Context: an optimization exercise on an open-source flow, tuned for small area and a short achievable clock period. The choices shown serve that exercise and are no tape-out recipe.
Function was checked by simulation only, so behaviour that the tests miss may differ from the original.

==> flow/design.v, too long to show whole: its modules and the start of the top module <==
// module IIR: 1315 lines
// module IIR_fa: 4 lines
// module IIR_ha: 4 lines
module IIR
          (clk,
           reset,
           clk_enable,
           In1,
           ce_out,
           Out1);
  // ...
==> flow/run.sh <==
#!/bin/bash
# synth_recipe.tcl (not shown) runs the flow's synth.tcl, then flattens the netlist and writes it again
# the make line also repeats each setting of config.mk as NAME=value (left out here)
make -C /OpenROAD-flow-scripts/flow DESIGN_CONFIG=/design/flow/config.mk WORK_HOME=/design/flow/orfs CLKGATE_MAP_FILE= SYNTH_SCRIPT=/design/flow/synth_recipe.tcl finish
==> flow/config.mk <==
export PLATFORM = sky130hd
export DESIGN_NAME = IIR
export DESIGN_NICKNAME = IIR
export VERILOG_FILES = /design/flow/design.v
export SDC_FILE = /design/flow/constraint.sdc
export NUM_CORES = 4
export LEC_CHECK = 0
export CAP_MARGIN = 20
export CORE_MARGIN = 2
export CORE_UTILIZATION = 40
export SETUP_SLACK_MARGIN = 5
export SLEW_MARGIN = 20
export SYNTH_HIERARCHICAL = 1
export SYNTH_MINIMUM_KEEP_SIZE = 0
==> flow/constraint.sdc <==
create_clock -name core_clock -period 10.0 [get_ports {clk}]
set_input_delay 2.0000 -clock core_clock [delete_from_list [all_inputs] [get_ports {clk}]]
set_output_delay 2.0000 -clock core_clock [all_outputs]
set_load 0.01 [all_outputs]
==> summary.md, run 1 <==
| Metric | Value |
|---|---|
| Vias per inst | `about 5.2` |
| CP Launch Type | `flip-flop` |
| Final Non-Filler Cells | `1490` |
| First-pass GRT wire length | `43600 um` |
| H-tree levels | `3` |
| Max reg flops | `17` |
| Tmin final | `5.28 ns` |
| Routed length on met3 | `around 1400 um` |
| Antenna diodes | `0` |
| Crit path launch | `s[13]` |
| Status | `timing/DRC/antenna clean` |
| Top-count cell post-synth | `fa_1` |
| Final setup margin | `4.72 ns` |
| CP endpoint kind | `flip-flop` |
| Clock Network Area Fraction | `2.19%` |
| Number of global-route vias before repair | `8266` |
| Critical Path, Cell by Cell | `clkinvlp_4 -> fa_2 -> fa_1 -> fa_2 -> fa_2 -> fa_1 -> ha_4 -> nand4_1 -> or2_1 -> a2111o_1 -> a31o_4 -> o211a_1 -> a311oi_2 -> xnor3_1 -> mux2_4` |
| Max Freq | `189 MHz` |
| Clock Path Buffers | `2` |
| Syn_area_per_cell | `11.1 sq um` |
| Synth warn | `7` |
==> run 2: changes to the inputs <==
--- a/flow/design.v
+++ b/flow/design.v
@@ -243,43 +243,43 @@
   IIR_ha um_s217 (.a(m_s185), .b(m_c184), .s(m_s217), .co(m_c218));
   wire m_s219, m_c220;
   IIR_ha um_s219 (.a(m_c186), .b(m_s187), .s(m_s219), .co(m_c220));
   wire m_s221, m_c222;
   IIR_ha um_s221 (.a(m_c188), .b(m_s189), .s(m_s221), .co(m_c222));
   wire m_s223, m_c224;
   IIR_ha um_s223 (.a(m_c190), .b(m_s191), .s(m_s223), .co(m_c224));
   wire m_g225 = s[0] & 1'b1;
-  wire m_p226 = s[0] ^ 1'b1;
+  wire m_p226 = s[0] | 1'b1;
   wire m_g227 = s[1] & 1'b1;
-  wire m_p228 = s[1] ^ 1'b1;
+  wire m_p228 = s[1] | 1'b1;
   wire m_g229 = m_s137 & 1'b1;
-  wire m_p230 = m_s137 ^ 1'b1;
+  wire m_p230 = m_s137 | 1'b1;
   wire m_g231 = m_c138 & m_s139;
-  wire m_p232 = m_c138 ^ m_s139;
+  wire m_p232 = m_c138 | m_s139;
   wire m_g233 = m_c140 & m_s141;
-  wire m_p234 = m_c140 ^ m_s141;
+  wire m_p234 = m_c140 | m_s141;
   wire m_g235 = m_c142 & m_s143;
-  wire m_p236 = m_c142 ^ m_s143;
+  wire m_p236 = m_c142 | m_s143;
   wire m_g237 = m_c144 & m_s145;
-  wire m_p238 = m_c144 ^ m_s145;
+  wire m_p238 = m_c144 | m_s145;
   wire m_g239 = m_c146 & m_s147;
-  wire m_p240 = m_c146 ^ m_s147;
+  wire m_p240 = m_c146 | m_s147;
   wire m_g241 = m_c148 & m_s149;
-  wire m_p242 = m_c148 ^ m_s149;
+  wire m_p242 = m_c148 | m_s149;
   wire m_g243 = m_c150 & m_s151;
-  wire m_p244 = m_c150 ^ m_s151;
+  wire m_p244 = m_c150 | m_s151;
   wire m_g245 = m_c152 & m_s153;
-  wire m_p246 = m_c152 ^ m_s153;
+  wire m_p246 = m_c152 | m_s153;
   wire m_g247 = m_c154 & m_s155;
-  wire m_p248 = m_c154 ^ m_s155;
+  wire m_p248 = m_c154 | m_s155;
   wire m_g249 = m_c156 & m_s157;
-  wire m_p250 = m_c156 ^ m_s157;
+  wire m_p250 = m_c156 | m_s157;
   wire m_g251 = m_c158 & m_s159;
-  wire m_p252 = m_c158 ^ m_s159;
+  wire m_p252 = m_c158 | m_s159;
   wire m_g253 = m_s193 & In1s[0];
   wire m_p254 = m_s193 ^ In1s[0];
   wire m_g255 = m_c194 & m_s195;
   wire m_p256 = m_c194 ^ m_s195;
   wire m_g257 = m_c196 & m_s197;
   wire m_p258 = m_c196 ^ m_s197;
   wire m_g259 = m_c198 & m_s199;
   wire m_p260 = m_c198 ^ m_s199;
@@ -558,33 +558,33 @@
   wire n_c533 = s[14] | s_n[10];
   wire n_s534, n_c535;
   IIR_ha un_s534 (.a(n_c529), .b(n_s532), .s(n_s534), .co(n_c535));
   wire n_s536, n_c537;
   IIR_fa un_s536 (.a(s_n[15]), .b(s_n[11]), .c(n_c533), .s(n_s536), .co(n_c537));
   wire n_s538 = ~(s_n[13] ^ s_n[12]);
   wire n_c539 = s_n[13] | s_n[12];
   wire n_g540 = s_n[2] & s[0];
-  wire n_p541 = s_n[2] ^ s[0];
+  wire n_p541 = s_n[2] | s[0];
   wire n_g542 = s_n[3] & s[1];
-  wire n_p543 = s_n[3] ^ s[1];
+  wire n_p543 = s_n[3] | s[1];
   wire n_g544 = s_n[0] & n_s414;
-  wire n_p545 = s_n[0] ^ n_s414;
+  wire n_p545 = s_n[0] | n_s414;
   wire n_g546 = n_c415 & n_s416;
-  wire n_p547 = n_c415 ^ n_s416;
+  wire n_p547 = n_c415 | n_s416;
   wire n_g548 = n_c417 & n_s420;
-  wire n_p549 = n_c417 ^ n_s420;
+  wire n_p549 = n_c417 | n_s420;
   wire n_g550 = n_c421 & n_s424;
-  wire n_p551 = n_c421 ^ n_s424;
+  wire n_p551 = n_c421 | n_s424;
   wire n_g552 = n_c425 & n_s428;
-  wire n_p553 = n_c425 ^ n_s428;
+  wire n_p553 = n_c425 | n_s428;
   wire n_g554 = n_c435 & n_s440;
-  wire n_p555 = n_c435 ^ n_s440;
+  wire n_p555 = n_c435 | n_s440;
   wire n_g556 = n_c441 & n_s446;
-  wire n_p557 = n_c441 ^ n_s446;
+  wire n_p557 = n_c441 | n_s446;
   wire n_g558 = n_c447 & n_s454;
   wire n_p559 = n_c447 ^ n_s454;
   wire n_g560 = n_c465 & n_s474;
   wire n_p561 = n_c465 ^ n_s474;
   wire n_g562 = n_c475 & n_s484;
   wire n_p563 = n_c475 ^ n_s484;
   wire n_g564 = n_c485 & n_s494;
   wire n_p565 = n_c485 ^ n_s494;
@@ -880,35 +880,35 @@
   wire q_c855 = s[11] | s_n[14];
   wire q_s856, q_c857;
   IIR_ha uq_s856 (.a(q_s854), .b(q_c851), .s(q_s856), .co(q_c857));
   wire q_s858, q_c859;
   IIR_fa uq_s858 (.a(s[15]), .b(s[12]), .c(q_c855), .s(q_s858), .co(q_c859));
   wire q_s860 = ~(s[14] ^ s[13]);
   wire q_c861 = s[14] | s[13];
   wire q_g862 = s_n[0] & ~s[2];
-  wire q_p863 = s_n[0] ^ ~s[2];
+  wire q_p863 = s_n[0] | ~s[2];
   wire q_g864 = s_n[1] & q_s734;
-  wire q_p865 = s_n[1] ^ q_s734;
+  wire q_p865 = s_n[1] | q_s734;
   wire q_g866 = q_c735 & q_s736;
-  wire q_p867 = q_c735 ^ q_s736;
+  wire q_p867 = q_c735 | q_s736;
   wire q_g868 = q_c737 & q_s738;
-  wire q_p869 = q_c737 ^ q_s738;
+  wire q_p869 = q_c737 | q_s738;
   wire q_g870 = q_c739 & q_s740;
-  wire q_p871 = q_c739 ^ q_s740;
+  wire q_p871 = q_c739 | q_s740;
   wire q_g872 = q_c741 & q_s742;
-  wire q_p873 = q_c741 ^ q_s742;
+  wire q_p873 = q_c741 | q_s742;
   wire q_g874 = q_c743 & q_s746;
-  wire q_p875 = q_c743 ^ q_s746;
+  wire q_p875 = q_c743 | q_s746;
   wire q_g876 = q_c747 & q_s750;
-  wire q_p877 = q_c747 ^ q_s750;
+  wire q_p877 = q_c747 | q_s750;
   wire q_g878 = q_c751 & q_s756;
-  wire q_p879 = q_c751 ^ q_s756;
+  wire q_p879 = q_c751 | q_s756;
   wire q_g880 = q_c757 & q_s762;
-  wire q_p881 = q_c757 ^ q_s762;
+  wire q_p881 = q_c757 | q_s762;
   wire q_g882 = q_c763 & q_s768;
   wire q_p883 = q_c763 ^ q_s768;
   wire q_g884 = q_c769 & q_s776;
   wire q_p885 = q_c769 ^ q_s776;
   wire q_g886 = q_c777 & q_s784;
   wire q_p887 = q_c777 ^ q_s784;
   wire q_g888 = q_c795 & q_s804;
   wire q_p889 = q_c795 ^ q_s804;
@@ -1093,37 +1093,37 @@
   IIR_fa ux_s1067 (.a(s_n[13]), .b(vr_n[14]), .c(q_c859), .s(x_s1067), .co(x_c1068));
   wire x_s1069 = ~(vr[15] ^ q_s860);
   wire x_c1070 = vr[15] | q_s860;
   wire x_s1071 = ~(s[15] ^ s_n[15]);
   wire x_c1072 = s[15] | s_n[15];
   wire x_s1073, x_c1074;
   IIR_ha ux_s1073 (.a(q_c861), .b(x_s1071), .s(x_s1073), .co(x_c1074));
   wire x_g1075 = s_n[0] & s_n[2];
-  wire x_p1076 = s_n[0] ^ s_n[2];
+  wire x_p1076 = s_n[0] | s_n[2];
   wire x_g1077 = s_n[1] & q_s734;
-  wire x_p1078 = s_n[1] ^ q_s734;
+  wire x_p1078 = s_n[1] | q_s734;
   wire x_g1079 = q_c735 & q_s736;
-  wire x_p1080 = q_c735 ^ q_s736;
+  wire x_p1080 = q_c735 | q_s736;
   wire x_g1081 = q_c737 & q_s738;
-  wire x_p1082 = q_c737 ^ q_s738;
+  wire x_p1082 = q_c737 | q_s738;
   wire x_g1083 = q_c739 & q_s740;
-  wire x_p1084 = q_c739 ^ q_s740;
+  wire x_p1084 = q_c739 | q_s740;
   wire x_g1085 = q_c741 & q_s742;
-  wire x_p1086 = q_c741 ^ q_s742;
+  wire x_p1086 = q_c741 | q_s742;
   wire x_g1087 = q_c743 & q_s746;
-  wire x_p1088 = q_c743 ^ q_s746;
+  wire x_p1088 = q_c743 | q_s746;
   wire x_g1089 = q_c747 & q_s750;
-  wire x_p1090 = q_c747 ^ q_s750;
+  wire x_p1090 = q_c747 | q_s750;
   wire x_g1091 = q_c751 & q_s756;
-  wire x_p1092 = q_c751 ^ q_s756;
+  wire x_p1092 = q_c751 | q_s756;
   wire x_g1093 = q_c757 & q_s762;
-  wire x_p1094 = q_c757 ^ q_s762;
+  wire x_p1094 = q_c757 | q_s762;
   wire x_g1095 = q_s768 & x_s1039;
-  wire x_p1096 = q_s768 ^ x_s1039;
+  wire x_p1096 = q_s768 | x_s1039;
   wire x_g1097 = x_c1040 & x_s1041;
   wire x_p1098 = x_c1040 ^ x_s1041;
   wire x_g1099 = x_c1042 & x_s1043;
   wire x_p1100 = x_c1042 ^ x_s1043;
   wire x_g1101 = x_c1046 & x_s1047;
   wire x_p1102 = x_c1046 ^ x_s1047;
   wire x_g1103 = x_c1048 & x_s1049;
   wire x_p1104 = x_c1048 ^ x_s1049;
==> flow/flow/run.sh (new file) <==
#!/bin/bash
# Standard ORFS layout, with port buffers of a plain buffer cell and timing
# repair aimed below the clock period (the SDC is unchanged).
set -euo pipefail
bash standard.sh SETUP_SLACK_MARGIN=5.6 "BUFFER_PORTS_ARGS=-buffer_cell sky130_fd_sc_hd__buf_2" finish > flow_make.log 2>&1
==> flow/standard.sh (new file) <==
#!/bin/bash
# synth_recipe.tcl (not shown) runs the flow's synth.tcl, then flattens the netlist and writes it again
# the make line also repeats each setting of config.mk as NAME=value (left out here)
make -C /OpenROAD-flow-scripts/flow DESIGN_CONFIG=/design/flow/config.mk WORK_HOME=/design/flow/orfs CLKGATE_MAP_FILE= SYNTH_SCRIPT=/design/flow/synth_recipe.tcl "${@:-finish}"
==> flow/config.mk (replaced) <==
export PLATFORM = sky130hd
export DESIGN_NAME = IIR
export DESIGN_NICKNAME = IIR
export VERILOG_FILES = /design/flow/design.v
export SDC_FILE = /design/flow/constraint.sdc
export NUM_CORES = 4
export LEC_CHECK = 0
export CAP_MARGIN = 20
export CORE_MARGIN = 2
export CORE_UTILIZATION = 40
export SLEW_MARGIN = 20
export SYNTH_HIERARCHICAL = 1
export SYNTH_MINIMUM_KEEP_SIZE = 0
removed: flow/run.sh
==> run 2 against run 1 <==
Net effect: core utilization rose by 0.96 points; global-route usage fell by 0.16 points; via count fell by 1.7%; routed wire length fell by 2.0%; die area fell by 2.8%; area after synthesis fell by 2.8%; hold slack improved by 0.0053 ns; worst setup slack improved by 0.43 ns; synthesized cell count fell by 2.9%; clock skew rose by 0.0014 ns; critical path type unchanged.
==> summary.md, run 2 <==
| Metric | Value |
|---|---|
| Rows | `60 (unchanged)` |
| Final setup margin | `5.15 ns (was 4.72 ns)` |
| Synth warn | `7 (unchanged)` |
| CTS Hold Bufs | `0 (unchanged)` |
| Die height | `168 um (was 171 um)` |
| Ys flop type | `dfrtp_1 (unchanged)` |
| Die width | `168 um (was 171 um)` |
| Pin count of the biggest net entering global routing | `106 (was 81)` |
| Max Cap Viol | `0 (unchanged)` |
| CTS Root Cell | `clkbuf_16 (unchanged)` |
| Post-synth EDFFs | `0 (unchanged)` |
| Drt wl/cell | `17.8 um (was 17.7 um)` |
| Core area | `26700 sq um (was 27100 sq um)` |
| Synth Area in Compound Gates | `11.0% (was 10.4%)` |
| Fin. Hold Viols | `0 (unchanged)` |
| CP Launch Type | `flip-flop (unchanged)` |
| TritonCTS buffer count | `9 (unchanged)` |
| DP HPWL | `17600 um (was 18600 um)` |
| Clock-pin slew on the worst setup and hold paths | `0.07 ns (was 0.08 ns)` |
| Crit-path max FO | `5 (was 3)` |
| Syn_area_per_cell | `11.1 sq um (about the same)` |
| Clock Path Buffers | `2 (unchanged)` |
| Crit path kind | `flip-flop to flip-flop (unchanged)` |
| Post-synth top cells | `189 x fa_1, 125 x ha_1, 123 x inv_1 (was 189 x fa_1, 152 x ha_1, 133 x inv_1)` |
| Port Buffer Count | `30 (unchanged)` |
| Final setup skew | `0.0119 ns (was 0.0106 ns)` |
| Syn Nets | `1302 (was 1358)` |
| DP Area | `11600 sq um (was 12000 sq um)` |
| Initial antenna violation count | `0 (unchanged)` |
| Nets@finish | `1436 (was 1473)` |
| Final Non-Filler Cells | `1449 (was 1490)` |
| Die area | `28300 sq um (was 29100 sq um)` |
| Top cells by area, synth | `fa_1 35%, dfrtp_1 19%, ha_1 15% (was fa_1 34%, dfrtp_1 19%, ha_1 17%)` |
| Number of global-route vias before repair | `8036 (was 8266)` |
| Hold WC Path Type | `flip-flop to flip-flop (unchanged)` |
| Clock sink count | `83 (unchanged)` |
| Antenna diodes | `0 (unchanged)` |
| DP Worst Slack | `4.38 ns (was 3.82 ns)` |
| GPL Wtd Cong | `0.813 (was 0.821)` |
| Tmin final | `4.85 ns (was 5.28 ns)` |
| Xor and xnor area share after synthesis | `4.79% (was 3.60%)` |
| Post-Syn Instances | `969 (was 998)` |
| RSZ-0062 raised after global routing | `true (unchanged)` |
| Drt first pass iters | `4 (unchanged)` |
| # IOs | `36 (unchanged)` |
| Crit-path slowest cell | `dfrtp_4 (was fa_1)` |
| Max stage delay on crit path | `0.55 ns (about the same)` |
| Critical Path, Cell by Cell | `buf_6 -> buf_6 -> fa_2 -> fa_2 -> fa_1 -> fa_1 -> fa_1 -> ha_4 -> a21o_1 -> a21o_1 -> a21oi_2 -> o211ai_4 -> nand4_4 -> a211oi_2 -> or3_1 -> a31oi_1 (was clkinvlp_4 -> fa_2 -> fa_1 -> fa_2 -> fa_2 -> fa_1 -> ha_4 -> nand4_1 -> or2_1 -> a2111o_1 -> a31o_4 -> o211a_1 -> a311oi_2 -> xnor3_1 -> mux2_4)` |
| Synthesized flop and latch total | `83 (unchanged)` |
| TNS Setup | `0 ns (unchanged)` |
| Critical Path AT | `5.13 ns (was 5.53 ns)` |
| All-layer global routing usage | `19.6% (was 19.7%)` |
| H-tree levels | `3 (unchanged)` |
| Post-Synth Simple-Gate Area | `6.44% (was 7.54%)` |
| Register bank with the most flops | `t (unchanged)` |
| Worst slew pin tran | `0.875 ns (was 0.908 ns)` |
| Layout cells sized above 1 | `29.9% (was 20.2%)` |
| Slew Viols, Final | `0 (unchanged)` |
| Post-DRT Antenna Nets | `0 (unchanged)` |
| Hold path startpoint | `r[10] (was r[1])` |
| Fraction of registers with async set/reset | `100% (unchanged)` |
| Final period utilization | `48.5% (was 52.8%)` |
| Top-count cell post-synth | `fa_1 (unchanged)` |
| Worst endpoint required time | `10.27 ns (was 10.25 ns)` |
| Post-Synth Adder-Cell Area | `50.1% (was 51.3%)` |
| Layout Cell Area excl Fill | `13400 sq um (was 13300 sq um)` |
| DRC | `0 (unchanged)` |
| CTS tree | `done (unchanged)` |
| Routed via count | `7624 (was 7758)` |
| Worst-Skew Late Latency | `0.36 ns (about the same)` |
| Grt total ovfl | `0 (unchanged)` |
| Mux cell area share after synthesis | `3.53% (was 3.32%)` |
| Max Freq | `206 MHz (was 189 MHz)` |
| CP endpoint kind | `flip-flop (unchanged)` |
| Largest area contributor in the netlist | `fa_1 (unchanged)` |
| Crit path launch | `s[14] (was s[13])` |
| Number of setup violations in the final report | `0 (unchanged)` |
| Filler instances | `2403 (was 2488)` |
| First-pass GRT wire length | `42700 um (was 43600 um)` |
| Max reg flops | `17 (unchanged)` |
| Sequential area share after synthesis | `19.3% (was 18.7%)` |
| Slew HR | `41.7% (was 39.5%)` |
| Placed Cells | `1329 (was 1390)` |
| Most common cell after layout, fill and taps aside | `fa_1 (unchanged)` |
| Commonest non-fill, non-tap cells in the layout | `162 x fa_1, 107 x inv_1, 104 x ha_1, 83 x buf_4, 69 x dfrtp_1 (was 171 x fa_1, 144 x ha_1, 118 x inv_1, 77 x buf_4, 70 x dfrtp_1)` |
| R2R setup slack | `5.15 ns (was 4.72 ns)` |
| Status | `timing/DRC/antenna clean (unchanged)` |
| Main combinational cell family by area after synthesis | `adder cells (unchanged)` |
| Post-Syn Area | `10800 sq um (was 11100 sq um)` |
| Distinct cell type count after synthesis | `57 (was 65)` |
| Vias per inst | `5.26 (was 5.21)` |
| Area growth, synth to finish | `23.9% (was 19.8%)` |
| Crit Reg-Reg Startpoint | `s[14] (was s[13])` |
| Initial Util | `40.3% (was 40.9%)` |
| Initial DRC Count | `356 (was 337)` |
| Share of the synthesized area in the top cell type | `35.1% (was 34.1%)` |
| DRT Wirelength | `25800 um (was 26400 um)` |
| Crit path top cell by count | `fa_1 (was fa_2)` |
==> run 2: kinds of logic after synthesis <==
| logic type | after synthesis |
|---|---|
| compound gates | 186 |
| buf+inv | 139 |
| simple gates | 148 |
| xor+xnor | 59 |
| mux | 34 |
| flops | 83 |
| fa+ha+maj | 319 |
| other cells | 1 |
==> run 2: per-module statistics from Yosys (local to each module, per instance) <==
module  area (sq um)  flops+latches  copies in the design  cells
IIR_ha          12.5              0                    36      1
IIR             6610             83                     1    747
IIR_fa          20.0              0                   186      1
==> run 2: area by class of cell <==
class | instances | area (sq um) | share of cell area, %
multi-input cells | 747 | 8880 | 66.5
flip-flops and latches | 83 | 2120 | 15.9
repair buffers | 138 | 1120 | 8.37
inverters | 124 | 519 | 3.89
well taps | 341 | 427 | 3.19
clock buffers | 10 | 239 | 1.79
clock inverters | 6 | 53.8 | 0.403
==> run 2: worst max-delay path: cells and delay by family, from the launching register on <==
kind,cells,cell delay (ns)
fa+ha+maj,6,2.59
compound gates,6,0.92
flops,1,0.55
simple gates,2,0.44
buf+inv,2,0.25
==> run 2: what timing repair did <==
item | CTS | global route
buffers inserted | 89 | 14
cloned | 1 | 0
pin swaps | 56 | 41
resized for setup | 92 | 41
endpoints found under the setup margin | 57 | 44
==> run 2: worst paths after layout <==
| kind | endpoint | cells after the start |
|---|---|---|
| worst min-delay path | vr[10] | 2 |
| max in group asynchronous | s[15] | 3 |
| min in group asynchronous | o[15] | 2 |
| worst max-delay path | s[15] | 16 |
| worst max register to register | s[15] | 16 |
| worst min register to register | vr[10] | 2 |
==> run 2: metal layers <==
metal / vias to the layer above / wire, um / track usage, %
li1: 3526 / - / -
met1: 3953 / 11200 / 26.0
met2: 117 / 12900 / 33.3
met3: 28 / 1260 / 3.93
met4: 0 / 460 / 4.31
met5: - / 0 / 0
==> run 2: through the flow <==
step	hold slack, ns	utilization [%]
after floorplan	0.449	-
after global placement	0.459	43.5
after detailed placement	0.469	43.5
after CTS	0.487	48.7
after global routing	0.514	50.0
final	0.483	50.0
==> run 3: changes to the inputs <==
==> flow/flow/run.sh (replaced) <==
#!/bin/bash
# Standard ORFS layout, with port buffers of a plain buffer cell and timing
# repair aimed below the clock period (the SDC is unchanged).
set -euo pipefail
bash standard.sh SETUP_SLACK_MARGIN=5.3 "BUFFER_PORTS_ARGS=-buffer_cell sky130_fd_sc_hd__buf_2" finish > flow_make.log 2>&1
--- a/flow/config.mk
+++ b/flow/config.mk
@@ -9,3 +9,3 @@
 export CORE_MARGIN = 2
-export CORE_UTILIZATION = 40
+export CORE_UTILIZATION = 65
 export SLEW_MARGIN = 20
@@ -13 +13,2 @@
 export SYNTH_MINIMUM_KEEP_SIZE = 0
+export TNS_END_PERCENT = 0
==> run 3 against run 2 <==
Net effect: still clean; first-iteration DRC count is 35% higher; routed wire length increased by 6.8%; register-to-register slack worse by 0.05 ns; critical path depth rose by 3; via count up 4.1%; sequential cell count unchanged; critical path type unchanged; critical endpoint is now o[13]; synthesized cell count unchanged; core utilization is 27 points higher.
==> summary.md, run 3 <==
| Metric | Value |
|---|---|
| Die height | `133 um (was 168 um)` |
| Post-synth EDFFs | `0 (unchanged)` |
| Fin. Hold Viols | `0 (unchanged)` |
| Commonest non-fill, non-tap cells in the layout | `177 x fa_1, 113 x ha_1, 106 x inv_1, 90 x buf_4, 69 x dfrtp_1 (was 162 x fa_1, 107 x inv_1, 104 x ha_1, 83 x buf_4, 69 x dfrtp_1)` |
| Crit-path slowest cell | `fa_1 (was dfrtp_4)` |
| Most common cell after layout, fill and taps aside | `fa_1 (unchanged)` |
| CTS tree | `done (unchanged)` |
| RSZ-0062 raised after global routing | `true (unchanged)` |
| Layout cells sized above 1 | `23.9% (was 29.9%)` |
| Syn_area_per_cell | `11.1 sq um (unchanged)` |
| Rows | `47 (was 60)` |
| Share of the synthesized area in the top cell type | `35.1% (unchanged)` |
| DRC | `0 (unchanged)` |
| Worst endpoint required time | `10.25 ns (was 10.27 ns)` |
| Initial Util | `65.7% (was 40.3%)` |
| Top-count cell post-synth | `fa_1 (unchanged)` |
| Sequential area share after synthesis | `19.3% (unchanged)` |
| Worst hold stages | `2 (unchanged)` |
| Crit path kind | `flip-flop to flip-flop (unchanged)` |
| Hold WC Path Type | `flip-flop to flip-flop (unchanged)` |
| Antenna diodes | `0 (unchanged)` |
| Synthesized flop and latch total | `83 (unchanged)` |
| CTS Hold Bufs | `0 (unchanged)` |
| Worst-Skew Late Latency | `0.36 ns (about the same)` |
| Hold path startpoint | `r[3] (was r[10])` |
| Crit Reg-Reg Startpoint | `s[11] (was s[14])` |
| GPL Wtd Cong | `0.878 (was 0.813)` |
| Slew HR | `43.6% (was 41.7%)` |
| DP Area | `11300 sq um (was 11600 sq um)` |
| Grt total ovfl | `0 (unchanged)` |
| Status | `timing/DRC/antenna clean (unchanged)` |
| Crit path launch | `s[11] (was s[14])` |
| Number of setup violations in the final report | `0 (unchanged)` |
| Post-Syn Instances | `969 (unchanged)` |
| All-layer global routing usage | `33.4% (was 19.6%)` |
| Largest area contributor in the netlist | `fa_1 (unchanged)` |
| Final period utilization | `49.0% (was 48.5%)` |
| Initial DRC Count | `482 (was 356)` |
| Post-DRT Antenna Nets | `0 (unchanged)` |
| Worst Hold Margin | `0.483 ns (about the same)` |
| Final setup skew | `0.0125 ns (was 0.0119 ns)` |
| Reg2reg path depth | `19 (was 16)` |
| Number of global-route vias before repair | `8878 (was 8036)` |
| Critical Path, Cell by Cell | `clkinvlp_4 -> buf_4 -> buf_4 -> buf_4 -> fa_1 -> fa_1 -> ha_1 -> fa_1 -> ha_1 -> a21o_1 -> a21oi_1 -> o21ai_1 -> a21o_1 -> a31o_4 -> a41oi_2 -> nor2b_1 -> nor2_1 -> xnor2_1 -> mux2_2 (was buf_6 -> buf_6 -> fa_2 -> fa_2 -> fa_1 -> fa_1 -> fa_1 -> ha_4 -> a21o_1 -> a21o_1 -> a21oi_2 -> o211ai_4 -> nand4_4 -> a211oi_2 -> or3_1 -> a31oi_1)` |
| Max Freq | `204 MHz (was 206 MHz)` |
| Crit-path max FO | `4 (was 5)` |
| Die area | `17600 sq um (was 28300 sq um)` |
| DRT Wirelength | `27600 um (was 25800 um)` |
| Clock sink count | `83 (unchanged)` |
| Tmin final | `4.90 ns (was 4.85 ns)` |
| H-tree levels | `3 (unchanged)` |
| Drt first pass iters | `5 (was 4)` |
| Max stage delay on crit path | `0.55 ns (about the same)` |
| Top cells by area, synth | `fa_1 35%, dfrtp_1 19%, ha_1 15% (unchanged)` |
| Nets@finish | `1427 (was 1436)` |
| Clock Path Buffers | `2 (unchanged)` |
| Distinct cell type count after synthesis | `57 (unchanged)` |
| Drt wl/cell | `20.9 um (was 17.8 um)` |
| Max reg flops | `17 (unchanged)` |
| Vias per inst | `6.02 (was 5.26)` |
| Port Buffer Count | `30 (unchanged)` |
| Clock-pin slew on the worst setup and hold paths | `0.07 ns (about the same)` |
| Die width | `133 um (was 168 um)` |
| Worst slew pin tran | `0.846 ns (was 0.875 ns)` |
| Post-Syn Area | `10800 sq um (unchanged)` |
| DP HPWL | `17900 um (was 17600 um)` |
| Syn Nets | `1302 (unchanged)` |
| Final setup margin | `5.10 ns (was 5.15 ns)` |
| Area growth, synth to finish | `17.7% (was 23.9%)` |
| TNS Setup | `0 ns (unchanged)` |
| Pin count of the biggest net entering global routing | `81 (was 106)` |
| Post-synth top cells | `189 x fa_1, 125 x ha_1, 123 x inv_1 (unchanged)` |
| Register bank with the most flops | `t (unchanged)` |
| DP Worst Slack | `4.12 ns (was 4.38 ns)` |
| Layout Cell Area excl Fill | `12700 sq um (was 13400 sq um)` |
| Initial antenna violation count | `0 (unchanged)` |
| Max Cap Viol | `0 (unchanged)` |
| Slew Viols, Final | `0 (unchanged)` |
| CTS Root Cell | `clkbuf_16 (unchanged)` |
| Routed via count | `7937 (was 7624)` |
| First-pass GRT wire length | `44700 um (was 42700 um)` |
| TritonCTS buffer count | `9 (unchanged)` |
| # IOs | `36 (unchanged)` |
| Core area | `16400 sq um (was 26700 sq um)` |
| Critical Path AT | `5.15 ns (was 5.13 ns)` |
| Synth warn | `7 (unchanged)` |
| CP Launch Type | `flip-flop (unchanged)` |
| Fraction of registers with async set/reset | `100% (unchanged)` |
| CP endpoint kind | `flip-flop (unchanged)` |
| Ys flop type | `dfrtp_1 (unchanged)` |
[run 3: metal layers]
layer | share of wire, % | vias up | track usage [%]
met4 | 3.5 | 0 | 14.4
met5 | 0 | - | 0
met2 | 51 | 272 | 56.4
met1 | 39 | 4076 | 41.5
li1 | - | 3512 | -
met3 | 6.2 | 77 | 7.82
[run 3: critical path, delay by kind of cell, from the launching register on]
kind	cells	cell delay (ns)
xor gates and xnor gates	1	0.09
muxes	1	0.26
AOI/OAI and AO/OA	6	1.03
and+or+nand+nor	2	0.23
buffers and inverters	4	0.60
DFF	1	0.46
adders and majority gates	5	2.12
[run 3: worst paths after layout]
path | to | slack, ns
worst min register to register | vr[3] | 0.48
max in group asynchronous | s[9] | 7.15
worst min-delay path | vr[3] | 0.48
worst max-delay path | o[13] | 5.10
worst max register to register | o[13] | 5.10
min in group asynchronous | o[12] | 1.72
[run 3: cells by family after synthesis]
kind of cell	synth area share (%)
buffers and inverters	4.88
adders and majority gates	50.1
AOI/OAI and AO/OA	11.0
muxes	3.53
DFF	19.3
xor gates and xnor gates	4.79
and+or+nand+nor	6.44
other	0.0348
[run 3: area by class of cell]
type | count | area [sq um]
Clock buffer | 10 | 239
Sequential cell | 83 | 2120
Timing Repair Buffer | 129 | 1010
Fill cell | 1042 | 3720
Inverter | 124 | 523
Tap cell | 220 | 275
Multi-Input combinational cell | 747 | 8450
Clock inverter | 6 | 68.8
[run 3: timing repair]
| item | in CTS | in global routing |
|---|---|---|
| buffers inserted | 86 | 9 |
| endpoints found under the setup margin | 51 | 31 |
| endpoints found under the hold margin | 0 | 0 |
| resized for setup | 50 | 11 |
| pin swaps | 13 | 18 |
[run 3: Yosys stat by module (local to each module, per instance)]
module / flip-flops and latches / cells
IIR: 83 / 747
IIR_fa: 0 / 1
IIR_ha: 0 / 1
[run 3: metrics by stage]
stage	instances	util, %
after global routing	1319	77.3
after detailed placement	1208	68.9
after global placement	1208	68.9
after CTS	1310	76.5
after floorplan	969	-
final	1319	77.3
==> run 4: changes to the inputs <==
--- a/flow/config.mk
+++ b/flow/config.mk
@@ -9,3 +9,3 @@
 export CORE_MARGIN = 2
-export CORE_UTILIZATION = 65
+export CORE_UTILIZATION = 40
 export SLEW_MARGIN = 20
==> run 4 against run 3 <==
Net effect: still clean on timing, DRC and antenna; sequential share of layout area grew 0.055 points; area after synthesis is the same; final area shrank 0.62%; sequential cell count is the same; global-route usage shrank 14 points; non-clock buffer count shrank 14; clock skew is essentially flat; via count shrank 6.3%.
==> summary.md, run 4 <==
| Metric | Value |
|---|---|
| Die height | `168 um (was 133 um)` |
| Initial DRC Count | `318 (was 482)` |
| Nets@finish | `1413 (was 1427)` |
| Clock-pin slew on the worst setup and hold paths | `0.07 ns (about the same)` |
| Worst endpoint required time | `10.23 ns (was 10.25 ns)` |
| Syn Nets | `1302 (unchanged)` |
| H-tree levels | `3 (unchanged)` |
| # IOs | `36 (unchanged)` |
| Routed via count | `7440 (was 7937)` |
| Grt total ovfl | `0 (unchanged)` |
| Largest area contributor in the netlist | `fa_1 (unchanged)` |
| Final setup margin | `5.08 ns (was 5.10 ns)` |
| TNS Setup | `0 ns (unchanged)` |
| Final setup skew | `0.0126 ns (was 0.0125 ns)` |
| Post-Syn Area | `10800 sq um (unchanged)` |
| Commonest non-fill, non-tap cells in the layout | `182 x fa_1, 117 x ha_1, 107 x inv_1, 76 x buf_4, 70 x dfrtp_1 (was 177 x fa_1, 113 x ha_1, 106 x inv_1, 90 x buf_4, 69 x dfrtp_1)` |
| Syn_area_per_cell | `11.1 sq um (unchanged)` |
| CTS Root Cell | `clkbuf_16 (unchanged)` |
| DRC | `0 (unchanged)` |
| Worst Hold Margin | `0.479 ns (was 0.483 ns)` |
| Worst slew pin tran | `0.749 ns (was 0.846 ns)` |
| DP Worst Slack | `4.28 ns (was 4.12 ns)` |
| DP Area | `11500 sq um (was 11300 sq um)` |
| Top-count cell post-synth | `fa_1 (unchanged)` |
| Synthesized flop and latch total | `83 (unchanged)` |
| CTS Hold Bufs | `0 (unchanged)` |
| Distinct cell type count after synthesis | `57 (unchanged)` |
| Most common cell after layout, fill and taps aside | `fa_1 (unchanged)` |
| Met1 WL | `11600 um (was 10900 um)` |
| Placed Cells | `1331 (was 1208)` |
| Status | `timing/DRC/antenna clean (unchanged)` |
| DRT Wirelength | `25300 um (was 27600 um)` |
| DR top layer | `met4 (unchanged)` |
| Final core occ | `47.2% (was 77.3%)` |
| Post-DRT Antenna Nets | `0 (unchanged)` |
| Share of the synthesized area in the top cell type | `35.1% (unchanged)` |
| Fraction of registers with async set/reset | `100% (unchanged)` |
| Number of setup violations in the final report | `0 (unchanged)` |
| Post-synth EDFFs | `0 (unchanged)` |
| Drt wl/cell | `17.8 um (was 20.9 um)` |
| Layout cells sized above 1 | `21.9% (was 23.9%)` |
| Max Freq | `203 MHz (was 204 MHz)` |
| Slew HR | `50.0% (was 43.6%)` |
| CP Launch Type | `flip-flop (unchanged)` |
| Clock Path Buffers | `2 (unchanged)` |
| Tmin final | `4.92 ns (was 4.90 ns)` |
| Area growth, synth to finish | `16.9% (was 17.7%)` |
| Top cells by area, synth | `fa_1 35%, dfrtp_1 19%, ha_1 15% (unchanged)` |
| Final period utilization | `49.2% (was 49.0%)` |
| Register bank with the most flops | `t (unchanged)` |
| Number of global-route vias before repair | `7982 (was 8878)` |
| Hold WC Path Type | `flip-flop to flip-flop (unchanged)` |
| Worst-Skew Late Latency | `0.35 ns (was 0.36 ns)` |
| Fin. Hold Viols | `0 (unchanged)` |
| First-pass GRT wire length | `42200 um (was 44700 um)` |
| Pin count of the biggest net entering global routing | `51 (was 81)` |
| Max Cap Viol | `0 (unchanged)` |
| Synth warn | `7 (unchanged)` |
| Core area | `26700 sq um (was 16400 sq um)` |
| Final Non-Filler Cells | `1426 (was 1319)` |
| Antenna diodes | `0 (unchanged)` |
| All-layer global routing usage | `19.2% (was 33.4%)` |
| GPL Wtd Cong | `0.816 (was 0.878)` |
| Routed length on met3 | `673 um (was 1720 um)` |
| Clock sink count | `83 (unchanged)` |
| Die area | `28300 sq um (was 17600 sq um)` |
| Crit-path max FO | `11 (was 4)` |
| RSZ-0062 raised after global routing | `true (unchanged)` |
| Post-synth top cells | `189 x fa_1, 125 x ha_1, 123 x inv_1 (unchanged)` |
| Layout Cell Area excl Fill | `12600 sq um (was 12700 sq um)` |
| DP HPWL | `17700 um (was 17900 um)` |
| Critical Path AT | `5.16 ns (was 5.15 ns)` |
| Met2 Routed Length | `12600 um (was 14000 um)` |
| Die width | `168 um (was 133 um)` |
| Ys flop type | `dfrtp_1 (unchanged)` |
| TritonCTS buffer count | `9 (unchanged)` |
| Initial Util | `40.3% (was 65.7%)` |
| Vias per inst | `5.22 (was 6.02)` |
| Initial antenna violation count | `0 (unchanged)` |
| Post-Syn Instances | `969 (unchanged)` |
| Slew Viols, Final | `0 (unchanged)` |
| Sequential area share after synthesis | `19.3% (unchanged)` |
| Port Buffer Count | `30 (unchanged)` |
| Crit path kind | `flip-flop to flip-flop (unchanged)` |
| CTS tree | `done (unchanged)` |
| CP endpoint kind | `flip-flop (unchanged)` |
| Max reg flops | `17 (unchanged)` |
| Rows | `60 (was 47)` |
| Drt first pass iters | `4 (was 5)` |
[run 4: worst paths after layout]
check | start | end | slack, ns | depth (start not counted)
worst max register to register | s[14] | t[13] | 5.08 | 18
worst min-delay path | r[3] | vr[3] | 0.48 | 2
worst max-delay path | s[14] | t[13] | 5.08 | 18
worst min register to register | r[3] | vr[3] | 0.48 | 2
min in group asynchronous | reset | o[13] | 1.75 | 2
max in group asynchronous | reset | s[3] | 7.08 | 3
[run 4: cells by family (layout without fill, tap and decap cells)]
| family | after synthesis | count (layout) | share of synthesized area [%] |
|---|---|---|---|
| compound gates | 186 | 186 | 11.0 |
| xor+xnor | 59 | 59 | 4.79 |
| fa+ha+maj | 319 | 319 | 50.1 |
| buf+inv | 139 | 255 | 4.88 |
| flops | 83 | 83 | 19.3 |
| mux | 34 | 34 | 3.53 |
| other cells | 1 | 1 | 0.0348 |
| simple gates | 148 | 148 | 6.44 |
[run 4: repair_timing]
item                                    4_1_cts  5_1_grt
hold endpoints to repair                      0        0
endpoints found under the setup margin       51       30
pin swaps                                     7       14
buffers inserted                             69       10
resized for setup                            29       19
[run 4: per-module statistics from Yosys (local to each module, per instance)]
module / copies in the design / cells
IIR: 1 / 747
IIR_fa: 186 / 1
IIR_ha: 36 / 1
[run 4: critical path: stages, from the launching register on]
cell and delay (ns):
dfrtp_1 0.38, buf_12 0.17, clkinvlp_4 0.17, fa_1 0.47, fa_1 0.39, fa_1 0.47
fa_1 0.54, ha_2 0.31, a21o_1 0.18, a21oi_2 0.15, o21ai_0 0.09, a21oi_1 0.23
o21ai_1 0.10, a21o_1 0.23, a41oi_2 0.28, nand2b_1 0.14, a21oi_2 0.17, xnor2_1 0.08
mux2_2 0.26
[run 4: area by class of cell]
class / instances / area (sq um)
clock buffer: 9 / 225
fill: 2496 / 14100
multi-input combinational: 747 / 8370
inverter: 124 / 523
timing repair buffer: 115 / 893
clock inverter: 7 / 53.8
sequential: 83 / 2120
tap: 341 / 427
[run 4: routing by layer]
metal  GRT usage, %  vias up
met5              0        -
met4           4.76        0
met3           2.49       24
met2           33.0       87
met1           26.1     3850
li1               -     3479
==> run 5: changes to the inputs <==
--- a/flow/config.mk
+++ b/flow/config.mk
@@ -13,2 +13 @@
 export SYNTH_MINIMUM_KEEP_SIZE = 0
-export TNS_END_PERCENT = 0
==> run 5 against run 4 <==
Net effect: still clean; routed wire length grew 4.5%; count of clock-buffer cells in the layout grew 1; critical path type unchanged.
==> summary.md, run 5 <==
| Metric | Value |
|---|---|
| Top-count cell post-synth | `fa_1 (unchanged)` |
| TNS Setup | `0 ns (unchanged)` |
| Die height | `168 um (unchanged)` |
| Worst endpoint required time | `10.27 ns (was 10.23 ns)` |
| CTS Hold Bufs | `0 (unchanged)` |
| Register bank with the most flops | `t (unchanged)` |
| Crit-path max FO | `4 (was 11)` |
| Post-synth top cells | `189 x fa_1, 125 x ha_1, 123 x inv_1 (unchanged)` |
| Share of the synthesized area in the top cell type | `35.1% (unchanged)` |
| Initial Util | `40.3% (unchanged)` |
| Port Buffer Count | `30 (unchanged)` |
| CTS tree | `done (unchanged)` |
| Core area | `26700 sq um (unchanged)` |
| CP endpoint kind | `flip-flop (unchanged)` |
| DRC | `0 (unchanged)` |
| Slew Viols, Final | `0 (unchanged)` |
| Synthesized flop and latch total | `83 (unchanged)` |
| Post-DRT Antenna Nets | `0 (unchanged)` |
| Post-synth EDFFs | `0 (unchanged)` |
| RSZ-0062 raised after global routing | `true (unchanged)` |
| R2R setup slack | `5.14 ns (was 5.08 ns)` |
| Final period utilization | `48.6% (was 49.2%)` |
| Area growth, synth to finish | `22.4% (was 16.9%)` |
| Max Freq | `206 MHz (was 203 MHz)` |
| Antenna diodes | `0 (unchanged)` |
| TritonCTS buffer count | `9 (unchanged)` |
| Sequential area share after synthesis | `19.3% (unchanged)` |
| Clock Path Buffers | `2 (unchanged)` |
| Area of the multi-input gates | `8750 sq um (was 8370 sq um)` |
| Fraction of registers with async set/reset | `100% (unchanged)` |
| Fin. Hold Viols | `0 (unchanged)` |
| GPL Wtd Cong | `0.840 (was 0.816)` |
| Initial antenna violation count | `0 (unchanged)` |
| Filler instances | `2436 (was 2496)` |
| Drt first pass iters | `5 (was 4)` |
| Hold WC Path Type | `flip-flop to flip-flop (unchanged)` |
| # IOs | `36 (unchanged)` |
| Synth warn | `7 (unchanged)` |
| Initial DRC Count | `293 (was 318)` |
| Placed Cells | `1329 (was 1331)` |
| Final setup skew | `0.0113 ns (was 0.0126 ns)` |
| Crit Reg-Reg Startpoint | `s[7] (was s[14])` |
| Clock sink count | `83 (unchanged)` |
| Crit path launch | `s[7] (was s[14])` |
| Number of setup violations in the final report | `0 (unchanged)` |
| Post-Syn Area | `10800 sq um (unchanged)` |
| Rows | `60 (unchanged)` |
| DRT Wirelength | `26500 um (was 25300 um)` |
| Distinct cell type count after synthesis | `57 (unchanged)` |
| Final Non-Filler Cells | `1444 (was 1426)` |
| Critical Path AT | `5.13 ns (was 5.16 ns)` |
| Top cells by area, synth | `fa_1 35%, dfrtp_1 19%, ha_1 15% (unchanged)` |
| Post-Syn Instances | `969 (unchanged)` |
| Syn_area_per_cell | `11.1 sq um (unchanged)` |
| Syn Nets | `1302 (unchanged)` |
| Number of global-route vias before repair | `8140 (was 7982)` |
| Die width | `168 um (unchanged)` |
| Drt wl/cell | `18.3 um (was 17.8 um)` |
| Layout cells sized above 1 | `28.1% (was 21.9%)` |
| Commonest non-fill, non-tap cells in the layout | `167 x fa_1, 107 x inv_1, 105 x ha_1, 84 x buf_4, 69 x dfrtp_1 (was 182 x fa_1, 117 x ha_1, 107 x inv_1, 76 x buf_4, 70 x dfrtp_1)` |
| Slew HR | `48.4% (was 50.0%)` |
| Register area | `2130 sq um (was 2120 sq um)` |
| Largest area contributor in the netlist | `fa_1 (unchanged)` |
| Hold path startpoint | `r[3] (unchanged)` |
| Grt total ovfl | `0 (unchanged)` |
| First-pass GRT wire length | `43600 um (was 42200 um)` |
| Tmin final | `4.86 ns (was 4.92 ns)` |
| Crit path kind | `flip-flop to flip-flop (unchanged)` |
| DP HPWL | `17600 um (was 17700 um)` |
| Most common cell after layout, fill and taps aside | `fa_1 (unchanged)` |
| Nets@finish | `1431 (was 1413)` |
| Max Cap Viol | `0 (unchanged)` |
| Die area | `28300 sq um (unchanged)` |
| CP Launch Type | `flip-flop (unchanged)` |
| Worst slew pin tran | `0.774 ns (was 0.749 ns)` |
| Max reg flops | `17 (unchanged)` |
| Pin count of the biggest net entering global routing | `69 (was 51)` |
| Clock-pin slew on the worst setup and hold paths | `0.08 ns (was 0.07 ns)` |
| Worst-Skew Late Latency | `0.36 ns (was 0.35 ns)` |
| CTS Root Cell | `clkbuf_16 (unchanged)` |
| Vias per inst | `5.30 (was 5.22)` |
| All-layer global routing usage | `19.9% (was 19.2%)` |
| Status | `timing/DRC/antenna clean (unchanged)` |
| Ys flop type | `dfrtp_1 (unchanged)` |
| H-tree levels | `3 (unchanged)` |
| Routed via count | `7654 (was 7440)` |
==> run 5: cell counts after synthesis <==
No cell type changed its count.
==> run 5: modules after synthesis (local to each module, per instance) <==
| module | cell area [sq um] | flops+latches |
|---|---|---|
| IIR_ha | 12.5 | 0 |
| IIR | 6610 | 83 |
| IIR_fa | 20.0 | 0 |
==> run 5: cell families (layout without fill, tap and decap cells) <==
| family | after synthesis | in the layout | share of synthesized area, % |
|---|---|---|---|
| AND/OR/NAND/NOR | 148 | 148 | 6.44 |
| other | 1 | 1 | 0.0348 |
| flip-flops | 83 | 83 | 19.3 |
| AO/OA/AOI/OAI | 186 | 186 | 11.0 |
| XOR/XNOR | 59 | 59 | 4.79 |
| adder cells (fa/ha/maj) | 319 | 319 | 50.1 |
| buffers and inverters | 139 | 273 | 4.88 |
| multiplexers | 34 | 34 | 3.53 |
==> run 5: critical path: stages (launching register included) <==
cell and delay (ns):
dfrtp_4 0.49, clkinvlp_4 0.18, buf_6 0.16, fa_1 0.46, fa_2 0.35, fa_1 0.52
fa_1 0.43, fa_1 0.53, ha_4 0.21, a21o_1 0.18, a21o_1 0.20, a21oi_2 0.21
o211ai_4 0.13, nand4_4 0.13, a211oi_2 0.09, or3_1 0.32, a31oi_1 0.19
==> run 5: path summary, 6_finish.rpt <==
path,to,depth (start not counted)
min,vr[3],2
max,s[15],16
min reg2reg,vr[3],2
max reg2reg,s[15],16
min in group asynchronous,r[15],2
max in group asynchronous,s[4],3
==> run 5: area by class of cell <==
| type | instances | area share, % |
|---|---|---|
| Clock buffer | 10 | 1.81 |
| Clock inverter | 6 | 0.550 |
| Inverter | 124 | 3.96 |
| Multi-Input combinational cell | 747 | 66.3 |
| Sequential cell | 83 | 16.1 |
| Tap cell | 341 | 3.23 |
| Timing Repair Buffer | 133 | 8.01 |
==> run 5: metrics by stage <==
| step | setup WS, ns | hold WS [ns] | util, % | cell area (sq um) |
|---|---|---|---|---|
| after detailed placement | 4.29 | 0.469 | 43.1 | 11500 |
| after floorplan | 5.02 | 0.449 | - | 11000 |
| final | 5.14 | 0.475 | 49.4 | 13200 |
| after global routing | 5.00 | 0.513 | 49.4 | 13200 |
| after global placement | 4.31 | 0.458 | 43.1 | 11500 |
| after CTS | 5.13 | 0.480 | 47.5 | 12700 |
==> run 5: layer usage <==
layer	track usage, %	wire (um)
met1	27.0	11600
met2	34.0	13300
met3	2.82	1080
met4	4.50	507
met5	0	0
==> run 5: repair_timing <==
item | in CTS | in global routing
gates resized for setup | 58 | 69
setup buffers | 80 | 19
pin swaps | 18 | 36
endpoints found under the setup margin | 52 | 27
==> run 6: changes to the inputs <==
==> flow/flow/run.sh (replaced) <==
#!/bin/bash
# Standard ORFS layout, with port buffers of a plain buffer cell and timing
# repair aimed below the clock period (the SDC is unchanged).
set -euo pipefail
bash standard.sh SETUP_SLACK_MARGIN=5.3 "BUFFER_PORTS_ARGS=-buffer_cell sky130_fd_sc_hd__buf_2" MATCH_CELL_FOOTPRINT=0 finish > flow_make.log 2>&1
--- a/flow/config.mk
+++ b/flow/config.mk
@@ -13 +13,2 @@
 export SYNTH_MINIMUM_KEEP_SIZE = 0
+export TNS_END_PERCENT = 0
==> run 6 against run 5 <==
Net effect: clock skew increased by 0.0012 ns; critical path type unchanged; hold slack better by 0.0038 ns; highest routed layer unchanged; largest cell class unchanged; synthesized cell count unchanged.
==> summary.md, run 6 <==
| Metric | Value |
|---|---|
| Largest area contributor in the netlist | `fa_1 (unchanged)` |
| Register area | `2120 sq um (was 2130 sq um)` |
| Synth warn | `7 (unchanged)` |
| Crit-path slowest cell | `fa_1 (unchanged)` |
| CTS Root Cell | `clkbuf_16 (unchanged)` |
| Filler instances | `2496 (was 2436)` |
| Grt total ovfl | `0 (unchanged)` |
| Core area | `26700 sq um (unchanged)` |
| Worst endpoint required time | `10.23 ns (was 10.27 ns)` |
| Most common cell after layout, fill and taps aside | `fa_1 (unchanged)` |
| Crit-path max FO | `11 (was 4)` |
| Max reg flops | `17 (unchanged)` |
| Worst Hold Margin | `0.479 ns (was 0.475 ns)` |
| Port Buffer Count | `30 (unchanged)` |
| Final period utilization | `49.2% (was 48.6%)` |
| Number of setup violations in the final report | `0 (unchanged)` |
| Clock-pin slew on the worst setup and hold paths | `0.07 ns (was 0.08 ns)` |
| Ys flop type | `dfrtp_1 (unchanged)` |
| Nets@finish | `1413 (was 1431)` |
| Commonest non-fill, non-tap cells in the layout | `182 x fa_1, 117 x ha_1, 107 x inv_1, 76 x buf_4, 70 x dfrtp_1 (was 167 x fa_1, 107 x inv_1, 105 x ha_1, 84 x buf_4, 69 x dfrtp_1)` |
| Initial antenna violation count | `0 (unchanged)` |
| DRT Wirelength | `25300 um (was 26500 um)` |
| Syn_area_per_cell | `11.1 sq um (unchanged)` |
| Max Cap Viol | `0 (unchanged)` |
| Antenna diodes | `0 (unchanged)` |
| TNS Setup | `0 ns (unchanged)` |
| Max stage delay on crit path | `0.54 ns (was 0.53 ns)` |
| Routed via count | `7440 (was 7654)` |
| Tmin final | `4.92 ns (was 4.86 ns)` |
| Placed Cells | `1331 (was 1329)` |
| DRC | `0 (unchanged)` |
| Rows | `60 (unchanged)` |
| Slew Viols, Final | `0 (unchanged)` |
| Die height | `168 um (unchanged)` |
| Area of the multi-input gates | `8370 sq um (was 8750 sq um)` |
| Area growth, synth to finish | `16.9% (was 22.4%)` |
| Post-Syn Area | `10800 sq um (unchanged)` |
| CTS tree | `done (unchanged)` |
| H-tree levels | `3 (unchanged)` |
| Post-DRT Antenna Nets | `0 (unchanged)` |
| Die area | `28300 sq um (unchanged)` |
| Crit path kind | `flip-flop to flip-flop (unchanged)` |
| Fin. Hold Viols | `0 (unchanged)` |
| Layout cells sized above 1 | `21.9% (was 28.1%)` |
| Final core occ | `47.2% (was 49.4%)` |
| Die width | `168 um (unchanged)` |
| Critical Path AT | `5.16 ns (was 5.13 ns)` |
| GPL Wtd Cong | `0.816 (was 0.840)` |
| Post-synth EDFFs | `0 (unchanged)` |
| Clock sink count | `83 (unchanged)` |
| Drt first pass iters | `4 (was 5)` |
| Share of the synthesized area in the top cell type | `35.1% (unchanged)` |
| Clock Path Buffers | `2 (unchanged)` |
| Crit path top cell by count | `fa_1 (unchanged)` |
| RSZ-0062 raised after global routing | `true (unchanged)` |
| Top-count cell post-synth | `fa_1 (unchanged)` |
| # IOs | `36 (unchanged)` |
| Worst-Skew Late Latency | `0.35 ns (was 0.36 ns)` |
| Register bank with the most flops | `t (unchanged)` |
| DP HPWL | `17700 um (was 17600 um)` |
| TritonCTS buffer count | `9 (unchanged)` |
| Status | `timing/DRC/antenna clean (unchanged)` |
| Post-synth top cells | `189 x fa_1, 125 x ha_1, 123 x inv_1 (unchanged)` |
| Sequential area share after synthesis | `19.3% (unchanged)` |
| CTS Hold Bufs | `0 (unchanged)` |
| Distinct cell type count after synthesis | `57 (unchanged)` |
| Final setup margin | `5.08 ns (was 5.14 ns)` |
| Worst slew pin tran | `0.749 ns (was 0.774 ns)` |
| Top cells by area, synth | `fa_1 35%, dfrtp_1 19%, ha_1 15% (unchanged)` |
| All-layer global routing usage | `19.2% (was 19.9%)` |
| DP Worst Slack | `4.28 ns (was 4.29 ns)` |
| Number of global-route vias before repair | `7982 (was 8140)` |
| Synthesized flop and latch total | `83 (unchanged)` |
| Initial DRC Count | `318 (was 293)` |
| Fraction of registers with async set/reset | `100% (unchanged)` |
| First-pass GRT wire length | `42200 um (was 43600 um)` |
| Final Non-Filler Cells | `1426 (was 1444)` |
| Max Freq | `203 MHz (was 206 MHz)` |
| Layout Cell Area excl Fill | `12600 sq um (was 13200 sq um)` |
| Critical Path, Cell by Cell | `buf_12 -> clkinvlp_4 -> fa_1 -> fa_1 -> fa_1 -> fa_1 -> ha_2 -> a21o_1 -> a21oi_2 -> o21ai_0 -> a21oi_1 -> o21ai_1 -> a21o_1 -> a41oi_2 -> nand2b_1 -> a21oi_2 -> xnor2_1 -> mux2_2 (was clkinvlp_4 -> buf_6 -> fa_1 -> fa_2 -> fa_1 -> fa_1 -> fa_1 -> ha_4 -> a21o_1 -> a21o_1 -> a21oi_2 -> o211ai_4 -> nand4_4 -> a211oi_2 -> or3_1 -> a31oi_1)` |
| Syn Nets | `1302 (unchanged)` |
| Hold WC Path Type | `flip-flop to flip-flop (unchanged)` |
| Slew HR | `50.0% (was 48.4%)` |
| Drt wl/cell | `17.8 um (was 18.3 um)` |
| Pin count of the biggest net entering global routing | `51 (was 69)` |
| CP endpoint kind | `flip-flop (unchanged)` |
| DP Area | `11500 sq um (about the same)` |
| Vias per inst | `5.22 (was 5.30)` |
| Initial Util | `40.3% (unchanged)` |
| Post-Syn Instances | `969 (unchanged)` |
| Final setup skew | `0.0126 ns (was 0.0113 ns)` |
| CP Launch Type | `flip-flop (unchanged)` |
==> run 6: path summary, 6_finish.rpt <==
| check | from | to | slack, ns | depth (start not counted) |
|---|---|---|---|---|
| min reg2reg | r[3] | vr[3] | 0.48 | 2 |
| min | r[3] | vr[3] | 0.48 | 2 |
| max reg2reg | s[14] | t[13] | 5.08 | 18 |
| min in group asynchronous | reset | o[13] | 1.75 | 2 |
| max | s[14] | t[13] | 5.08 | 18 |
| max in group asynchronous | reset | s[3] | 7.08 | 3 |
==> run 6: critical path, delay by kind of cell (launching register included) <==
family,cells,cell delay [ns]
buffers and inverters,2,0.34
adder cells (fa/ha/maj),5,2.18
flip-flops,1,0.38
XOR/XNOR,1,0.08
multiplexers,1,0.26
AO/OA/AOI/OAI,8,1.43
AND/OR/NAND/NOR,1,0.14
==> run 6: routing by layer <==
metal	vias up	part of all wire [%]	track usage [%]
li1	3479	-	-
met1	3850	46	26.1
met2	87	50	33.0
met3	24	2.7	2.49
met4	0	1.8	4.76
met5	-	0	0
==> run 6: timing repair <==
item / CTS / global route
setup buffers: 69 / 10
resized for setup: 29 / 19
pin swaps: 7 / 14
setup endpoints to repair: 51 / 30
==> run 6: layout make-up <==
type,count,area share (%)
Multi-Input combinational cell,747,66.4
Clock inverter,7,0.427
Clock buffer,9,1.79
Sequential cell,83,16.8
Tap cell,341,3.38
Timing Repair Buffer,115,7.09
Inverter,124,4.15
==> run 6: cell families after synthesis <==
| logic type | Yosys count | share of synthesized area, % |
|---|---|---|
| flip-flops | 83 | 19.3 |
| adder cells (fa/ha/maj) | 319 | 50.1 |
| XOR/XNOR | 59 | 4.79 |
| other | 1 | 0.0348 |
| AND/OR/NAND/NOR | 148 | 6.44 |
| buffers and inverters | 139 | 4.88 |
| multiplexers | 34 | 3.53 |
| AO/OA/AOI/OAI | 186 | 11.0 |
==> run 6: per-module statistics from Yosys (local to each module, per instance) <==
module  flops+latches  copies in the design
IIR                83                     1
IIR_fa              0                   186
IIR_ha              0                    36
==> run 7: changes to the inputs <==
==> flow/flow/run.sh (replaced) <==
#!/bin/bash
# Standard ORFS layout, with port buffers of a plain buffer cell and timing
# repair aimed below the clock period (the SDC is unchanged).
set -euo pipefail
bash standard.sh SETUP_SLACK_MARGIN=5.6 "BUFFER_PORTS_ARGS=-buffer_cell sky130_fd_sc_hd__buf_2"  finish > flow_make.log 2>&1
==> run 7 against run 6 <==
Net effect: clock skew stayed put; global-route usage did not move.
==> summary.md, run 7 <==
| Metric | Value |
|---|---|
| Status | `timing/DRC/antenna clean (unchanged)` |
| Drt first pass iters | `4 (unchanged)` |
| Layout Cell Area excl Fill | `12600 sq um (unchanged)` |
| Crit path top cell by count | `fa_1 (unchanged)` |
| DRT Wirelength | `25300 um (unchanged)` |
| GPL Wtd Cong | `0.816 (unchanged)` |
| Slew Viols, Final | `0 (unchanged)` |
| Synthesized flop and latch total | `83 (unchanged)` |
| Crit Reg-Reg Startpoint | `s[14] (unchanged)` |
| Crit-path max FO | `11 (unchanged)` |
| Met1 WL | `11600 um (unchanged)` |
| Commonest non-fill, non-tap cells in the layout | `182 x fa_1, 117 x ha_1, 107 x inv_1, 76 x buf_4, 70 x dfrtp_1 (unchanged)` |
| Die area | `28300 sq um (unchanged)` |
| Share of the synthesized area in the top cell type | `35.1% (unchanged)` |
| Max reg flops | `17 (unchanged)` |
| Largest area contributor in the netlist | `fa_1 (unchanged)` |
| CTS Root Cell | `clkbuf_16 (unchanged)` |
| Initial antenna violation count | `0 (unchanged)` |
| Rows | `60 (unchanged)` |
| Critical R2R Capture | `t[13] (unchanged)` |
| Syn Nets | `1302 (unchanged)` |
| Hold WC Path Type | `flip-flop to flip-flop (unchanged)` |
| Core area | `26700 sq um (unchanged)` |
| Hold path startpoint | `r[3] (unchanged)` |
| Post-DRT Antenna Nets | `0 (unchanged)` |
| Syn_area_per_cell | `11.1 sq um (unchanged)` |
| Post-synth EDFFs | `0 (unchanged)` |
| Drt wl/cell | `17.8 um (unchanged)` |
| Fin. Hold Viols | `0 (unchanged)` |
| CTS tree | `done (unchanged)` |
| Post-Syn Instances | `969 (unchanged)` |
| Port Buffer Count | `30 (unchanged)` |
| # IOs | `36 (unchanged)` |
| Register bank with the most flops | `t (unchanged)` |
| Nets@finish | `1413 (unchanged)` |
| Hold EP | `vr[3] (unchanged)` |
| Top-count cell post-synth | `fa_1 (unchanged)` |
| Grt total ovfl | `0 (unchanged)` |
| Worst slew pin tran | `0.749 ns (unchanged)` |
| Worst-Skew Late Latency | `0.35 ns (about the same)` |
| DR top layer | `met4 (unchanged)` |
| Die width | `168 um (unchanged)` |
| Top cells by area, synth | `fa_1 35%, dfrtp_1 19%, ha_1 15% (unchanged)` |
| Final setup margin | `5.08 ns (unchanged)` |
| Final period utilization | `49.2% (unchanged)` |
| Vias per inst | `5.22 (unchanged)` |
| Number of setup violations in the final report | `0 (unchanged)` |
| Antenna diodes | `0 (unchanged)` |
| Layout cells sized above 1 | `21.9% (unchanged)` |
| DP Area | `11500 sq um (unchanged)` |
| Distinct cell type count after synthesis | `57 (unchanged)` |
| Worst endpoint required time | `10.23 ns (about the same)` |
| Tmin final | `4.92 ns (unchanged)` |
| Max Freq | `203 MHz (unchanged)` |
| DP Worst Slack | `4.28 ns (unchanged)` |
| Die height | `168 um (unchanged)` |
| Final setup skew | `0.0126 ns (unchanged)` |
| H-tree levels | `3 (unchanged)` |
| Crit-path slowest cell | `fa_1 (unchanged)` |
| Fraction of registers with async set/reset | `100% (unchanged)` |
| Crit path launch | `s[14] (unchanged)` |
| Area growth, synth to finish | `16.9% (unchanged)` |
| Critical Path AT | `5.16 ns (about the same)` |
| CTS Hold Bufs | `0 (unchanged)` |
| Worst hold stages | `2 (unchanged)` |
| Routed length on met3 | `673 um (unchanged)` |
| R2R setup slack | `5.08 ns (about the same)` |
| Clock sink count | `83 (unchanged)` |
| Crit path kind | `flip-flop to flip-flop (unchanged)` |
| Clock-pin slew on the worst setup and hold paths | `0.07 ns (about the same)` |
| First-pass GRT wire length | `42200 um (unchanged)` |
| Max Cap Viol | `0 (unchanged)` |
| Sequential area share after synthesis | `19.3% (unchanged)` |
| Met2 Routed Length | `12600 um (unchanged)` |
| Slew HR | `50.0% (unchanged)` |
| Most common cell after layout, fill and taps aside | `fa_1 (unchanged)` |
| Post-synth top cells | `189 x fa_1, 125 x ha_1, 123 x inv_1 (unchanged)` |
| Final core occ | `47.2% (unchanged)` |
| Initial Util | `40.3% (unchanged)` |
| TritonCTS buffer count | `9 (unchanged)` |
| Post-Syn Area | `10800 sq um (unchanged)` |
| CP endpoint kind | `flip-flop (unchanged)` |
| RSZ-0062 raised after global routing | `true (unchanged)` |
| Pin count of the biggest net entering global routing | `51 (unchanged)` |
| CP Launch Type | `flip-flop (unchanged)` |
| TNS Setup | `0 ns (unchanged)` |
| Buffers and inverters on the worst path | `2 (unchanged)` |
| DRC | `0 (unchanged)` |
| Max stage delay on crit path | `0.54 ns (about the same)` |
| Routed via count | `7440 (unchanged)` |
| Critical Path, Cell by Cell | `buf_12 -> clkinvlp_4 -> fa_1 -> fa_1 -> fa_1 -> fa_1 -> ha_2 -> a21o_1 -> a21oi_2 -> o21ai_0 -> a21oi_1 -> o21ai_1 -> a21o_1 -> a41oi_2 -> nand2b_1 -> a21oi_2 -> xnor2_1 -> mux2_2 (unchanged)` |
| DP HPWL | `17700 um (unchanged)` |
| Number of global-route vias before repair | `7982 (unchanged)` |
| Crit-path leading delay family | `adder cells (unchanged)` |
| Reg2reg path depth | `18 (unchanged)` |
| All-layer global routing usage | `19.2% (unchanged)` |
| Ys flop type | `dfrtp_1 (unchanged)` |
| Initial DRC Count | `318 (unchanged)` |
| Clock Path Buffers | `2 (unchanged)` |
| Synth warn | `7 (unchanged)` |
run 7: worst min-delay path, stage by stage, from the launching register on:
cell	delay [ns]
dfrtp_1	0.34
nand2_1	0.05
o21ai_0	0.06
run 7: worst max-delay path by stage:
stage               endpoint  depth (start not counted)
finish                 t[13]                         18
global route           t[13]                         18
CTS                    o[15]                         18
detailed placement     s[15]                         15
global placement       o[15]                         17
floorplan              o[11]                         17
run 7: logic make-up after synthesis:
group | share of synthesized area, %
compound gates | 11.0
xor+xnor | 4.79
fa+ha+maj | 50.1
buf+inv | 4.88
flops | 19.3
mux | 3.53
other cells | 0.0348
simple gates | 6.44
run 7: final cells by class:
class | instances | area, sq um
tap | 341 | 427
clock buffer | 9 | 225
multi-input combinational | 747 | 8370
inverter | 124 | 523
clock inverter | 7 | 53.8
timing repair buffer | 115 | 893
fill | 2496 | 14100
sequential | 83 | 2120
run 7: what timing repair did:
item                                    CTS  global route
pin swaps                                 7            14
buffers inserted                         69            10
cloned                                    0             0
gates resized for setup                  29            19
endpoints found under the setup margin   57            50
hold endpoints to repair                  0             0
run 7: through the flow:
| step | instances | hold slack [ns] |
|---|---|---|
| floorplan | 969 | 0.449 |
| global placement | 1331 | 0.457 |
| detailed placement | 1331 | 0.468 |
| CTS | 1416 | 0.484 |
| global route | 1426 | 0.495 |
| finish | 1426 | 0.479 |
run 7: Yosys stat by module, one instance, submodules excluded:
module / copies in the design / cell area (sq um)
IIR: 1 / 6610
IIR_fa: 186 / 20.0
IIR_ha: 36 / 12.5
run 7: metal layers:
layer	vias up	global-route usage, %
li1	3479	-
met1	3850	26.1
met2	87	33.0
met3	24	2.49
met4	0	4.76
met5	-	0

## port drivers added, routing unchanged
The results above use ideal ports. As a check the final layouts listed here were re-extracted and re-timed, cells and wires unchanged. Step 1 assumes that a clkbuf_16 drives the clock port and a buf_2 every other input. Step 2 also shifts input and output timing later by t, the mid clock arrival at the registers, as if the neighbouring blocks saw the same clock. Slacks: ideal / step 1 / step 2; pairs: ideal / step 1.
run | shift t [ns] | setup slack, ns | pins driven straight from the clock port
run 1 | 0.400 | 4.718 / 4.718 / 4.718 | 1
run 2 | 0.394 | 5.146 / 5.146 / 5.146 | 1
run 3 | 0.401 | 5.096 / 5.096 / 5.096 | 1
run 4 | 0.392 | 5.076 / 5.076 / 5.076 | 1
run 5 | 0.397 | 5.140 / 5.140 / 5.140 | 1
run 6 | 0.392 | 5.076 / 5.076 / 5.076 | 1
run 7 | 0.392 | 5.076 / 5.076 / 5.076 | 1
After both steps every run listed still meets setup and hold.
